This design comes from an exercise in tuning for small area, a short achievable clock period and few clock cycles on the open sky130 flow, not from production work.
RTL that was checked went through simulation tests only; none was proved equivalent to the original.

==> try-quartz: inputs <==
## axi_slave_ram
module axi_slave_ram #
(
    parameter C_AXI_ADDR_WIDTH = 9,
    parameter C_AXI_DATA_WIDTH = 32,
    parameter STRB_WIDTH = (C_AXI_DATA_WIDTH/8),
    parameter ID_WIDTH = 1,
    parameter PIPELINE_OUTPUT = 0
)
(
    input  wire                   clk,
    input  wire                   rst,
    input  wire [ID_WIDTH-1:0]    s_axi_awid,
    input  wire [C_AXI_ADDR_WIDTH-1:0]  s_axi_awaddr,
    input  wire [7:0]             s_axi_awlen,
    input  wire [2:0]             s_axi_awsize,
    input  wire [1:0]             s_axi_awburst,
    input  wire                   s_axi_awlock,
    input  wire [3:0]             s_axi_awcache,
    input  wire [2:0]             s_axi_awprot,
    input  wire                   s_axi_awvalid,
    output wire                   s_axi_awready,
    input  wire [C_AXI_DATA_WIDTH-1:0]  s_axi_wdata,
    input  wire [STRB_WIDTH-1:0]  s_axi_wstrb,
    input  wire                   s_axi_wlast,
    input  wire                   s_axi_wvalid,
    output wire                   s_axi_wready,
    output wire [ID_WIDTH-1:0]    s_axi_bid,
    output wire [1:0]             s_axi_bresp,
    output wire                   s_axi_bvalid,
  ...
==> flow/config.mk <==
export PLATFORM = sky130hd
export DESIGN_NAME = axi_slave_ram
export DESIGN_NICKNAME = axi_slave_ram
export VERILOG_FILES = /design/flow/design.v
export SDC_FILE = /design/flow/constraint.sdc
export NUM_CORES = 8
export LEC_CHECK = 0
export CAP_MARGIN = 20
export CORE_MARGIN = 2
export CORE_UTILIZATION = 65
export CTS_CLUSTER_DIAMETER = 80
export CTS_CLUSTER_SIZE = 30
export PLACE_DENSITY = 0.75
export SETUP_SLACK_MARGIN = 2.6
export SLEW_MARGIN = 20
export SYNTH_HIERARCHICAL = 1
==> flow/constraint.sdc <==
create_clock -name core_clock -period 5.0 [get_ports {clk}]
set_input_delay 1.0000 -clock core_clock [delete_from_list [all_inputs] [get_ports {clk}]]
set_output_delay 1.0000 -clock core_clock [all_outputs]
set_load 0.01 [all_outputs]
standard.sh (not shown) runs the stock make flow with config.mk's settings and CLKGATE_MAP_FILE= SYNTH_SCRIPT=/design/flow/synth_recipe.tcl, a recipe that flattens the netlist after the stock synthesis.
==> flow/flow/run.sh <==
#!/bin/bash
export BUFFER_PORTS_ARGS="-buffer_cell sky130_fd_sc_hd__buf_2"
export MAX_REPAIR_ANTENNAS_ITER_DRT=5
bash standard.sh > standard.log 2>&1
==> try-willow: changes against try-quartz <==
--- a/flow/design.v
+++ b/flow/design.v
@@ -293,52 +293,40 @@
 always @(posedge clk)
     rsel <= rsel_n;
 wire [31:0] p_mux [0:3];
 genvar gj, gg, gk;
 generate
-    for (gk = 0; gk < 3; gk = gk + 1) begin : g_grp
+    for (gk = 0; gk < 4; gk = gk + 1) begin : g_grp
         for (gj = 0; gj < 32; gj = gj + 1) begin : g_rbit
-            wire [10:0] l1;    
+            wire [11:0] l1;    
             wire [2:0]  l2;    
-            for (gg = 0; gg < 11; gg = gg + 1) begin : g_l1
-                rm_aoi222 u (.a0(mem[33*gk+3*gg][gj]), .s0(rsel[33*gk+3*gg]),
-                             .a1(mem[33*gk+3*gg+1][gj]), .s1(rsel[33*gk+3*gg+1]),
-                             .a2(mem[33*gk+3*gg+2][gj]), .s2(rsel[33*gk+3*gg+2]), .y(l1[gg]));
+            for (gg = 0; gg < 10; gg = gg + 1) begin : g_l1
+                rm_aoi222 u (.a0(mem[32*gk+3*gg][gj]), .s0(rsel[32*gk+3*gg]),
+                             .a1(mem[32*gk+3*gg+1][gj]), .s1(rsel[32*gk+3*gg+1]),
+                             .a2(mem[32*gk+3*gg+2][gj]), .s2(rsel[32*gk+3*gg+2]), .y(l1[gg]));
             end
+            rm_aoi22 u10 (.a0(mem[32*gk+30][gj]), .s0(rsel[32*gk+30]),
+                          .a1(mem[32*gk+31][gj]), .s1(rsel[32*gk+31]), .y(l1[10]));
+            assign l1[11] = 1'b1;
             rm_nand4 u20 (.a(l1[0]), .b(l1[1]), .c(l1[2]),  .d(l1[3]),  .y(l2[0]));
             rm_nand4 u21 (.a(l1[4]), .b(l1[5]), .c(l1[6]),  .d(l1[7]),  .y(l2[1]));
             rm_nand3 u22 (.a(l1[8]), .b(l1[9]), .c(l1[10]), .y(l2[2]));
             rm_nor3 u3 (.a(l2[0]), .b(l2[1]), .c(l2[2]), .y(p_mux[gk][gj]));
         end
     end
-    for (gj = 0; gj < 32; gj = gj + 1) begin : g_rbit3
-        wire [9:0] l1;     
-        wire [2:0] l2;     
-        for (gg = 0; gg < 9; gg = gg + 1) begin : g_l1
-            rm_aoi222 u (.a0(mem[99+3*gg][gj]), .s0(rsel[99+3*gg]),
-                         .a1(mem[99+3*gg+1][gj]), .s1(rsel[99+3*gg+1]),
-                         .a2(mem[99+3*gg+2][gj]), .s2(rsel[99+3*gg+2]), .y(l1[gg]));
-        end
-        rm_aoi22 u9 (.a0(mem[126][gj]), .s0(rsel[126]), .a1(mem[127][gj]), .s1(rsel[127]), .y(l1[9]));
-        rm_nand4 u20 (.a(l1[0]), .b(l1[1]), .c(l1[2]), .d(l1[3]), .y(l2[0]));
-        rm_nand3 u21 (.a(l1[4]), .b(l1[5]), .c(l1[6]), .y(l2[1]));
-        rm_nand3 u22 (.a(l1[7]), .b(l1[8]), .c(l1[9]), .y(l2[2]));
-        rm_nor3 u3 (.a(l2[0]), .b(l2[1]), .c(l2[2]), .y(p_mux[3][gj]));
-    end
 endgenerate
 wire [31:0] rdata_d = ~(p_n[0] & p_n[1] & p_n[2] & p_n[3]);
-wire        s2_hold = !s2_adv;
 reg  [31:0] rdata_q;
 reg         rlast_q;
 reg  [ID_WIDTH-1:0] rid_q;
 wire [31:0] rdata_nd;
 wire        rlast_nd;
 wire [ID_WIDTH-1:0] rid_nd;
 genvar go;
 generate
     for (go = 0; go < 32; go = go + 1) begin : g_rdata
-        rm_ao22 u (.a0(s2_adv), .a1(rdata_d[go]), .b0(s2_hold), .b1(rdata_q[go]), .y(rdata_nd[go]));
+        rm_mux2 u (.s(s2_adv), .a0(rdata_q[go]), .a1(rdata_d[go]), .y(rdata_nd[go]));
     end
     for (go = 0; go < ID_WIDTH; go = go + 1) begin : g_rid
         rm_mux2 u (.s(s2_adv), .a0(rid_q[go]), .a1(s2_id[go]), .y(rid_nd[go]));
     end
 endgenerate
==> notes <==
Flip-flop and latch count is the same in try-quartz and try-willow. Of try-willow and try-quartz, try-willow has the higher clock skew (gap 0.012 ns). In try-quartz the via count is larger than in try-willow, by about 1.5%. Between try-willow and try-quartz, the lower critical path depth is in try-willow (gap 3). Between try-willow and try-quartz, the lower setup slack is in try-quartz (gap 0.055 ns). Between try-quartz and try-willow, the lower non-clock buffer count is in try-willow (gap 22). In final cell count, try-willow and try-quartz hardly differ. Of try-quartz and try-willow, try-quartz has the higher first-iteration DRC count (gap 4.5%, measured against try-willow). Against try-willow, the cell area of try-quartz is smaller by 0.22%. Against try-willow, the die area of try-quartz is smaller by 0.56%. Between try-willow and try-quartz, the lower hold slack is in try-quartz (gap 0.0033 ns).
Testbench counts of try-willow, summed over its fixed seeds: cycles 12,407.
Function not checked in try-quartz: the RTL went through the layout flow alone.

---

==> lagoon <==
axi_slave_ram, a different RTL version from the one above (not shown whole).
Settings: LEC_CHECK=0, CAP_MARGIN=20, CORE_MARGIN=2, CORE_UTILIZATION=60, CTS_CLUSTER_DIAMETER=150, CTS_CLUSTER_SIZE=30, PLACE_DENSITY=0.7, SETUP_SLACK_MARGIN=2.6, SLEW_MARGIN=20, SYNTH_HIERARCHICAL=1; clock period 5.0 ns.
run.sh (not shown) runs the stock make flow with config.mk's settings and CLKGATE_MAP_FILE= SYNTH_SCRIPT=/design/flow/synth_recipe.tcl, a recipe that flattens the netlist after the stock synthesis.
Stock flow here: none of the scripts above is used.
==> inputs of violet, as changes to lagoon <==
--- a/flow/design.v
+++ b/flow/design.v
@@ -52,10 +52,11 @@
 reg                wc_v;           
 reg [8:0]          wc_addr;
 reg [1:0]          wc_size;
 reg                wc_fixed;
 reg [7:0]          wc_cnt;
+reg                wc_last;        
 reg [ID_WIDTH-1:0] wc_id;
 reg                awq_v;          
 reg [8:0]          awq_addr;
 reg [1:0]          awq_size;
 reg                awq_fixed;
@@ -77,11 +78,11 @@
 assign s_axi_bid     = bid_r;
 assign s_axi_bresp   = 2'b00;
 wire aw_hs = s_axi_awvalid & awready_r;
 wire w_hs  = s_axi_wvalid & wready_r;
 wire b_hs  = bvalid_r & s_axi_bready;
-wire w_last = (wc_cnt == 8'd0);
+wire w_last = wc_last;
 wire b_push = w_hs & w_last;
 wire [1:0] awsize_c = (s_axi_awsize > 3'd2) ? 2'd2 : s_axi_awsize[1:0];
 wire [8:0] wc_inc = (wc_size == 2'd0) ? 9'd1 : (wc_size == 2'd1) ? 9'd2 : 9'd4;
 reg                wc_v_n;
 reg [8:0]          wc_addr_n;
@@ -144,10 +145,11 @@
         awready_r <= !awq_v_n;
         wready_r <= wc_v_n && !(wc_cnt_n == 8'd0 && bvalid_n && bq1_v_n);
     end
     wc_addr <= wc_addr_n; wc_size <= wc_size_n; wc_fixed <= wc_fixed_n;
     wc_cnt <= wc_cnt_n; wc_id <= wc_id_n;
+    wc_last <= (wc_cnt_n == 8'd0);
     bid_r <= bid_n; bq1_id <= bq1_id_n;
     if (aw_hs) begin
         awq_addr <= s_axi_awaddr; awq_size <= awsize_c; awq_fixed <= (s_axi_awburst == 2'b00);
         awq_len <= s_axi_awlen; awq_id <= s_axi_awid;
     end
@@ -174,10 +176,11 @@
 reg                rc_v;
 reg [1:0]          rc_off;
 reg [1:0]          rc_size;
 reg                rc_fixed;
 reg [7:0]          rc_cnt;
+reg                rc_last;        
 reg [ID_WIDTH-1:0] rc_id;
 reg [31:0]         rs_lo;
 reg [3:0]          rs_hi;
 reg                arq_v;
 reg [8:0]          arq_addr;
@@ -202,11 +205,11 @@
 assign s_axi_rresp   = 2'b00;
 wire ar_hs    = s_axi_arvalid & arready_r;
 wire out_free = !rvalid_r | s_axi_rready;
 wire s2_adv   = s2_v & out_free;
 wire fetch    = rc_v & (!s2_v | out_free);
-wire r_last   = (rc_cnt == 8'd0);
+wire r_last   = rc_last;
 wire rc_free  = !rc_v | (fetch & r_last);
 wire [1:0] arsize_c = (s_axi_arsize > 3'd2) ? 2'd2 : s_axi_arsize[1:0];
 wire rc_carry = !rc_fixed && ((rc_size == 2'd2) || (rc_size == 2'd1 && rc_off[1]) ||
                               (rc_size == 2'd0 && rc_off == 2'd3));
 wire [1:0] rc_off_inc = (rc_size == 2'd0) ? rc_off + 2'd1 : (rc_size == 2'd1) ? rc_off + 2'd2 : rc_off;
@@ -289,16 +292,18 @@
             rc_size <= arq_size; rc_fixed <= arq_fixed; rc_cnt <= arq_len; rc_id <= arq_id;
         end else begin
             rc_size <= arsize_c; rc_fixed <= (s_axi_arburst == 2'b00);
             rc_cnt <= s_axi_arlen; rc_id <= s_axi_arid;
         end
+        rc_last <= arq_v ? (arq_len == 8'd0) : (s_axi_arlen == 8'd0);
         for (h = 0; h < 32; h = h + 1)
             rs_lo[h] <= (new_addr[6:2] == h);
         for (h = 0; h < 4; h = h + 1)
             rs_hi[h] <= (new_addr[8:7] == h);
     end else if (fetch) begin
         rc_cnt <= rc_cnt - 8'd1;
+        rc_last <= (rc_cnt == 8'd1);
         if (!rc_fixed)
             rc_off <= rc_off_inc;
         if (rc_carry) begin
             rs_lo <= {rs_lo[30:0], rs_lo[31]};
             if (rs_lo[31])
@@ -328,14 +333,14 @@
     assign y = ~(a & b & c & d);
 endmodule
 module rm_nand3 (input wire a, input wire b, input wire c, output wire y);
     assign y = ~(a & b & c);
 endmodule
-module rm_and3 (input wire a, input wire b, input wire c, output wire y);
-    assign y = a & b & c;
-endmodule
 module rm_oai31 (input wire a, input wire b, input wire c, input wire s, output wire y);
     assign y = ~((a | b | c) & s);
 endmodule
 module rm_mux2 (input wire s, input wire a0, input wire a1, output wire y);
     assign y = s ? a1 : a0;
 endmodule
+module rm_and3 (input wire a, input wire b, input wire c, output wire y);
+    assign y = a & b & c;
+endmodule
Settings changed: CTS_CLUSTER_DIAMETER 150 to 120, CTS_CLUSTER_SIZE 30 to 25.
==> inputs of cedar, as changes to lagoon <==
--- a/flow/design.v
+++ b/flow/design.v
@@ -46,27 +46,45 @@
     output wire                   s_axi_rvalid,
     input  wire                   s_axi_rready
 );
 localparam NWORDS = 128;
 integer h;
-reg [31:0] mem [0:NWORDS-1];
+reg [31:0] ra [0:NWORDS/2-1];
+reg [31:0] rb [0:NWORDS/2-1];
+reg        ph;
+wire [31:0] mem [0:NWORDS-1];
+genvar gp;
+generate
+    for (gp = 0; gp < NWORDS/2; gp = gp + 1) begin : g_phys
+        assign mem[2*gp]   = ra[gp];
+        assign mem[2*gp+1] = rb[gp];
+    end
+endgenerate
+always @(posedge clk)
+    ph <= !ph;
 reg                wc_v;           
 reg [8:0]          wc_addr;
 reg [1:0]          wc_size;
 reg                wc_fixed;
 reg [7:0]          wc_cnt;
+reg                wc_last;        
 reg [ID_WIDTH-1:0] wc_id;
 reg                awq_v;          
 reg [8:0]          awq_addr;
 reg [1:0]          awq_size;
 reg                awq_fixed;
 reg [7:0]          awq_len;
 reg [ID_WIDTH-1:0] awq_id;
-reg [7:0]          wq_hi;
-reg [15:0]         wq_lo;
-reg [31:0]         wq_data;
-reg [3:0]          wq_strb;
+reg [7:0]          wp_hi;
+reg [7:0]          wp_lo;
+reg [31:0]         wp_data;
+reg [3:0]          wp_strb;
+reg                wd_v;
+reg [7:0]          wd_hi;
+reg [7:0]          wd_lo;
+reg [31:0]         wd_data;
+reg [3:0]          wd_strb;
 reg                bvalid_r;       
 reg [ID_WIDTH-1:0] bid_r;
 reg                bq1_v;
 reg [ID_WIDTH-1:0] bq1_id;
 reg                awready_r;
@@ -77,12 +95,22 @@
 assign s_axi_bid     = bid_r;
 assign s_axi_bresp   = 2'b00;
 wire aw_hs = s_axi_awvalid & awready_r;
 wire w_hs  = s_axi_wvalid & wready_r;
 wire b_hs  = bvalid_r & s_axi_bready;
-wire w_last = (wc_cnt == 8'd0);
+wire w_last = wc_last;
 wire b_push = w_hs & w_last;
+wire w_direct = w_hs & !rst & (wc_addr[2] == ph);
+wire w_defer  = w_hs & !rst & (wc_addr[2] != ph);
+wire [7:0] w_hi, w_lo;
+genvar gd;
+generate
+    for (gd = 0; gd < 8; gd = gd + 1) begin : g_wdec
+        assign w_hi[gd] = (wc_addr[8:6] == gd);
+        assign w_lo[gd] = (wc_addr[5:3] == gd);
+    end
+endgenerate
 wire [1:0] awsize_c = (s_axi_awsize > 3'd2) ? 2'd2 : s_axi_awsize[1:0];
 wire [8:0] wc_inc = (wc_size == 2'd0) ? 9'd1 : (wc_size == 2'd1) ? 9'd2 : 9'd4;
 reg                wc_v_n;
 reg [8:0]          wc_addr_n;
 reg [1:0]          wc_size_n;
@@ -140,45 +168,69 @@
         wc_v <= wc_v_n;
         awq_v <= awq_v_n;
         bvalid_r <= bvalid_n;
         bq1_v <= bq1_v_n;
         awready_r <= !awq_v_n;
-        wready_r <= wc_v_n && !(wc_cnt_n == 8'd0 && bvalid_n && bq1_v_n);
+        wready_r <= wc_v_n && !(wc_cnt_n == 8'd0 && bvalid_n && bq1_v_n) &&
+                    !(w_hs && (wc_addr_n[2] == wc_addr[2]));
     end
     wc_addr <= wc_addr_n; wc_size <= wc_size_n; wc_fixed <= wc_fixed_n;
     wc_cnt <= wc_cnt_n; wc_id <= wc_id_n;
+    wc_last <= (wc_cnt_n == 8'd0);
     bid_r <= bid_n; bq1_id <= bq1_id_n;
     if (aw_hs) begin
         awq_addr <= s_axi_awaddr; awq_size <= awsize_c; awq_fixed <= (s_axi_awburst == 2'b00);
         awq_len <= s_axi_awlen; awq_id <= s_axi_awid;
     end
-    for (h = 0; h < 8; h = h + 1)
-        wq_hi[h] <= !rst && w_hs && (wc_addr[8:6] == h);
-    for (h = 0; h < 16; h = h + 1)
-        wq_lo[h] <= (wc_addr[5:2] == h);
-    wq_data <= s_axi_wdata;
-    wq_strb <= s_axi_wstrb;
+    wd_v <= w_defer;
+    wd_hi <= w_hi;
+    wd_lo <= w_lo;
+    wd_data <= s_axi_wdata;
+    wd_strb <= s_axi_wstrb;
+    if (w_direct) begin
+        wp_hi <= w_hi;
+        wp_lo <= w_lo;
+        wp_data <= s_axi_wdata;
+        wp_strb <= s_axi_wstrb;
+    end else begin
+        wp_hi <= wd_hi & {8{wd_v}};
+        wp_lo <= wd_lo;
+        wp_data <= wd_data;
+        wp_strb <= wd_strb;
+    end
 end
-genvar gi, gb;
+wire [7:0]  ws_hi   = wp_hi;
+wire [7:0]  ws_lo   = wp_lo;
+wire [3:0]  ws_strb = wp_strb;
+wire [31:0] ws_data = wp_data;
+genvar gi, gb, gt;
 generate
-    for (gi = 0; gi < NWORDS; gi = gi + 1) begin : g_word
+    for (gi = 0; gi < NWORDS/2; gi = gi + 1) begin : g_pair
+        wire [31:0] na;
         for (gb = 0; gb < 4; gb = gb + 1) begin : g_byte
-            wire wen;
-            rm_and3 u_en (.a(wq_hi[gi / 16]), .b(wq_lo[gi % 16]), .c(wq_strb[gb]), .y(wen));
-            always @(posedge clk) begin
-                if (wen)
-                    mem[gi][8*gb +: 8] <= wq_data[8*gb +: 8];
+            wire wen, wen_n;
+            rm_and3  u_en  (.a(ws_hi[gi / 8]), .b(ws_lo[gi % 8]), .c(ws_strb[gb]), .y(wen));
+            rm_nand3 u_enn (.a(ws_hi[gi / 8]), .b(ws_lo[gi % 8]), .c(ws_strb[gb]), .y(wen_n));
+            for (gt = 0; gt < 8; gt = gt + 1) begin : g_bit
+                rm_ao22 u_m (.a0(wen), .a1(ws_data[8*gb+gt]), .b0(wen_n), .b1(rb[gi][8*gb+gt]),
+                             .y(na[8*gb+gt]));
             end
         end
+        always @(posedge clk) begin
+            ra[gi] <= na;
+            rb[gi] <= ra[gi];
+        end
     end
 endgenerate
 reg                rc_v;
 reg [1:0]          rc_off;
 reg [1:0]          rc_size;
 reg                rc_fixed;
 reg [7:0]          rc_cnt;
+reg                rc_last;        
 reg [ID_WIDTH-1:0] rc_id;
+reg                rc_w0;          
 reg [31:0]         rs_lo;
 reg [3:0]          rs_hi;
 reg                arq_v;
 reg [8:0]          arq_addr;
 reg [1:0]          arq_size;
@@ -202,36 +254,43 @@
 assign s_axi_rresp   = 2'b00;
 wire ar_hs    = s_axi_arvalid & arready_r;
 wire out_free = !rvalid_r | s_axi_rready;
 wire s2_adv   = s2_v & out_free;
 wire fetch    = rc_v & (!s2_v | out_free);
-wire r_last   = (rc_cnt == 8'd0);
+wire r_last   = rc_last;
 wire rc_free  = !rc_v | (fetch & r_last);
 wire [1:0] arsize_c = (s_axi_arsize > 3'd2) ? 2'd2 : s_axi_arsize[1:0];
 wire rc_carry = !rc_fixed && ((rc_size == 2'd2) || (rc_size == 2'd1 && rc_off[1]) ||
                               (rc_size == 2'd0 && rc_off == 2'd3));
 wire [1:0] rc_off_inc = (rc_size == 2'd0) ? rc_off + 2'd1 : (rc_size == 2'd1) ? rc_off + 2'd2 : rc_off;
 wire [8:0] new_addr = arq_v ? arq_addr : s_axi_araddr;
+wire [NWORDS-1:0] rsel;
+genvar gs;
+generate
+    for (gs = 0; gs < NWORDS; gs = gs + 1) begin : g_rsel
+        rm_and2 u (.a(rs_lo[gs % 32]), .b(rs_hi[gs / 32]), .y(rsel[gs]));
+    end
+endgenerate
 wire [31:0] p_mux [0:3];
 genvar gj, gg, gk;
 generate
     for (gk = 0; gk < 4; gk = gk + 1) begin : g_grp
         for (gj = 0; gj < 32; gj = gj + 1) begin : g_rbit
             wire [11:0] l1;    
             wire [2:0]  l2;    
             for (gg = 0; gg < 10; gg = gg + 1) begin : g_l1
-                rm_aoi222 u (.a0(mem[32*gk+3*gg][gj]), .s0(rs_lo[3*gg]),
-                             .a1(mem[32*gk+3*gg+1][gj]), .s1(rs_lo[3*gg+1]),
-                             .a2(mem[32*gk+3*gg+2][gj]), .s2(rs_lo[3*gg+2]), .y(l1[gg]));
+                rm_aoi222 u (.a0(mem[32*gk+3*gg][gj]), .s0(rsel[32*gk+3*gg]),
+                             .a1(mem[32*gk+3*gg+1][gj]), .s1(rsel[32*gk+3*gg+1]),
+                             .a2(mem[32*gk+3*gg+2][gj]), .s2(rsel[32*gk+3*gg+2]), .y(l1[gg]));
             end
-            rm_aoi22 u10 (.a0(mem[32*gk+30][gj]), .s0(rs_lo[30]),
-                          .a1(mem[32*gk+31][gj]), .s1(rs_lo[31]), .y(l1[10]));
+            rm_aoi22 u10 (.a0(mem[32*gk+30][gj]), .s0(rsel[32*gk+30]),
+                          .a1(mem[32*gk+31][gj]), .s1(rsel[32*gk+31]), .y(l1[10]));
             assign l1[11] = 1'b1;
             rm_nand4 u20 (.a(l1[0]), .b(l1[1]), .c(l1[2]),  .d(l1[3]),  .y(l2[0]));
             rm_nand4 u21 (.a(l1[4]), .b(l1[5]), .c(l1[6]),  .d(l1[7]),  .y(l2[1]));
             rm_nand3 u22 (.a(l1[8]), .b(l1[9]), .c(l1[10]), .y(l2[2]));
-            rm_oai31 u3 (.a(l2[0]), .b(l2[1]), .c(l2[2]), .s(rs_hi[gk]), .y(p_mux[gk][gj]));
+            rm_nor3 u3 (.a(l2[0]), .b(l2[1]), .c(l2[2]), .y(p_mux[gk][gj]));
         end
     end
 endgenerate
 wire [31:0] rdata_d = ~(p_n[0] & p_n[1] & p_n[2] & p_n[3]);
 reg  [31:0] rdata_q;
@@ -289,22 +348,38 @@
             rc_size <= arq_size; rc_fixed <= arq_fixed; rc_cnt <= arq_len; rc_id <= arq_id;
         end else begin
             rc_size <= arsize_c; rc_fixed <= (s_axi_arburst == 2'b00);
             rc_cnt <= s_axi_arlen; rc_id <= s_axi_arid;
         end
+        rc_last <= arq_v ? (arq_len == 8'd0) : (s_axi_arlen == 8'd0);
+        rc_w0 <= new_addr[2];
         for (h = 0; h < 32; h = h + 1)
-            rs_lo[h] <= (new_addr[6:2] == h);
+            rs_lo[h] <= ({new_addr[6:3], new_addr[2] ^ !ph} == h);
         for (h = 0; h < 4; h = h + 1)
             rs_hi[h] <= (new_addr[8:7] == h);
     end else if (fetch) begin
         rc_cnt <= rc_cnt - 8'd1;
+        rc_last <= (rc_cnt == 8'd1);
         if (!rc_fixed)
             rc_off <= rc_off_inc;
         if (rc_carry) begin
-            rs_lo <= {rs_lo[30:0], rs_lo[31]};
-            if (rs_lo[31])
-                rs_hi <= {rs_hi[2:0], rs_hi[3]};
+            rc_w0 <= !rc_w0;
+            if (rc_w0) begin
+                rs_lo <= {rs_lo[29:0], rs_lo[31:30]};
+                if (rs_lo[31] | rs_lo[30])
+                    rs_hi <= {rs_hi[2:0], rs_hi[3]};
+            end
+        end else begin
+            for (h = 0; h < 16; h = h + 1) begin
+                rs_lo[2*h]   <= rs_lo[2*h+1];
+                rs_lo[2*h+1] <= rs_lo[2*h];
+            end
+        end
+    end else begin
+        for (h = 0; h < 16; h = h + 1) begin
+            rs_lo[2*h]   <= rs_lo[2*h+1];
+            rs_lo[2*h+1] <= rs_lo[2*h];
         end
     end
     if (ar_hs) begin
         arq_addr <= s_axi_araddr; arq_size <= arsize_c; arq_fixed <= (s_axi_arburst == 2'b00);
         arq_len <= s_axi_arlen; arq_id <= s_axi_arid;
@@ -328,14 +403,20 @@
     assign y = ~(a & b & c & d);
 endmodule
 module rm_nand3 (input wire a, input wire b, input wire c, output wire y);
     assign y = ~(a & b & c);
 endmodule
+module rm_mux2 (input wire s, input wire a0, input wire a1, output wire y);
+    assign y = s ? a1 : a0;
+endmodule
 module rm_and3 (input wire a, input wire b, input wire c, output wire y);
     assign y = a & b & c;
 endmodule
-module rm_oai31 (input wire a, input wire b, input wire c, input wire s, output wire y);
-    assign y = ~((a | b | c) & s);
+module rm_ao22 (input wire a0, input wire a1, input wire b0, input wire b1, output wire y);
+    assign y = (a0 & a1) | (b0 & b1);
 endmodule
-module rm_mux2 (input wire s, input wire a0, input wire a1, output wire y);
-    assign y = s ? a1 : a0;
+module rm_and2 (input wire a, input wire b, output wire y);
+    assign y = a & b;
+endmodule
+module rm_nor3 (input wire a, input wire b, input wire c, output wire y);
+    assign y = ~(a | b | c);
 endmodule
Settings changed: CTS_CLUSTER_DIAMETER 150 to 120, CTS_CLUSTER_SIZE 30 to 25.
==> impl_metrics.csv <==
group,metric,value,unit
placed_design,place_hpwl,232000,µm
yosys,synth.avg_cell_area,21.3,µm²
worst_setup_path,path_delay_family,"compound AO/OA/AOI/OAI gates",
layout,largest_reg_flops,4096,
layout,largest_register,"mem",
layout,final_cell_mix,"edfxtp_1 (4324), a222oi_1 (1280), and3_1 (514)",
layout,n_fill_cell,16700,
placed_design,gp_congestion,0.812,
outcome,status,"no timing/DRC/antenna violations",
layout,clkCellAreaFrac,3.19,%
min_path,holdPathEnd,"s2_id",
route,viasPerCell,7.53,
sta,max_slew_margin,15.5,%
global_route,use_met2,47.8,%
sta,fin_crit,2510,ps
-- figures above: violet

==> impl_metrics.csv <==
group,metric,value,unit
outcome,status,"no timing/DRC/antenna violations",
global_route,use_met2,50.5,%
layout,final_cell_mix,"dfxtp_1 (4173), a22o_1 (2049), a222oi_1 (1280)",
placed_design,place_hpwl,260000,µm
layout,clkCellAreaFrac,3.57,%
route,viasPerCell,7.28,
placed_design,gp_congestion,0.953,
clocking,cts_buffer_depth,3,
sta,fin_crit,2740,ps
-- figures above: cedar

==> impl_metrics.csv <==
group,metric,value,unit
outcome,status,"complete, but fails checks",
outcome,so_faults,"antenna violations",
layout,largest_reg_flops,4096,
route,postRouteAntennaNets,1,
layout,clkCellAreaFrac,2.81,%
min_path,holdPathEnd,"s2_id",
worst_setup_path,path_delay_family,"compound AO/OA/AOI/OAI gates",
layout,largest_register,"mem",
sta,fin_crit,2510,ps
placed_design,gp_congestion,0.834,
global_route,use_met2,50.0,%
-- figures above: lagoon

Testbench counts of violet, summed over its fixed seeds: cycles 11,739.
Only the layout flow was run in lagoon and cedar; the RTL was not checked for function there.

==> re-timing with driven ports <==
No port has a modelled driver above. Below, the same layouts with a new extraction and two added sets of constraints.
Step 1 assumes that a clkbuf_16 drives the clock port and a buf_2 every other input.
Step 2 also shifts input and output timing later by t, the mid clock arrival at the registers, as if the neighbouring blocks saw the same clock.
Three values: ideal, step 1, step 2; two values: the first two.
run	shift t [ns]	setup WS [ns]	latest minus earliest clock arrival (ns)	pins driven straight from the clock port
try-quartz	0.978	2.434 / 2.434 / 1.527	0.045 / 0.046	1
try-willow	0.976	2.490 / 2.389 / 1.765	0.052 / 0.052	1
lagoon	0.956	2.486 / 2.486 / 1.753	0.046 / 0.046	1
violet	0.982	2.492 / 2.483 / 1.772	0.044 / 0.044	1
cedar	0.974	2.265 / 2.265 / 1.746	0.046 / 0.045	1
For try-quartz, which loses most, drivers alone change the setup slack by 0.000 ns; drivers and shift together by -0.907 ns.
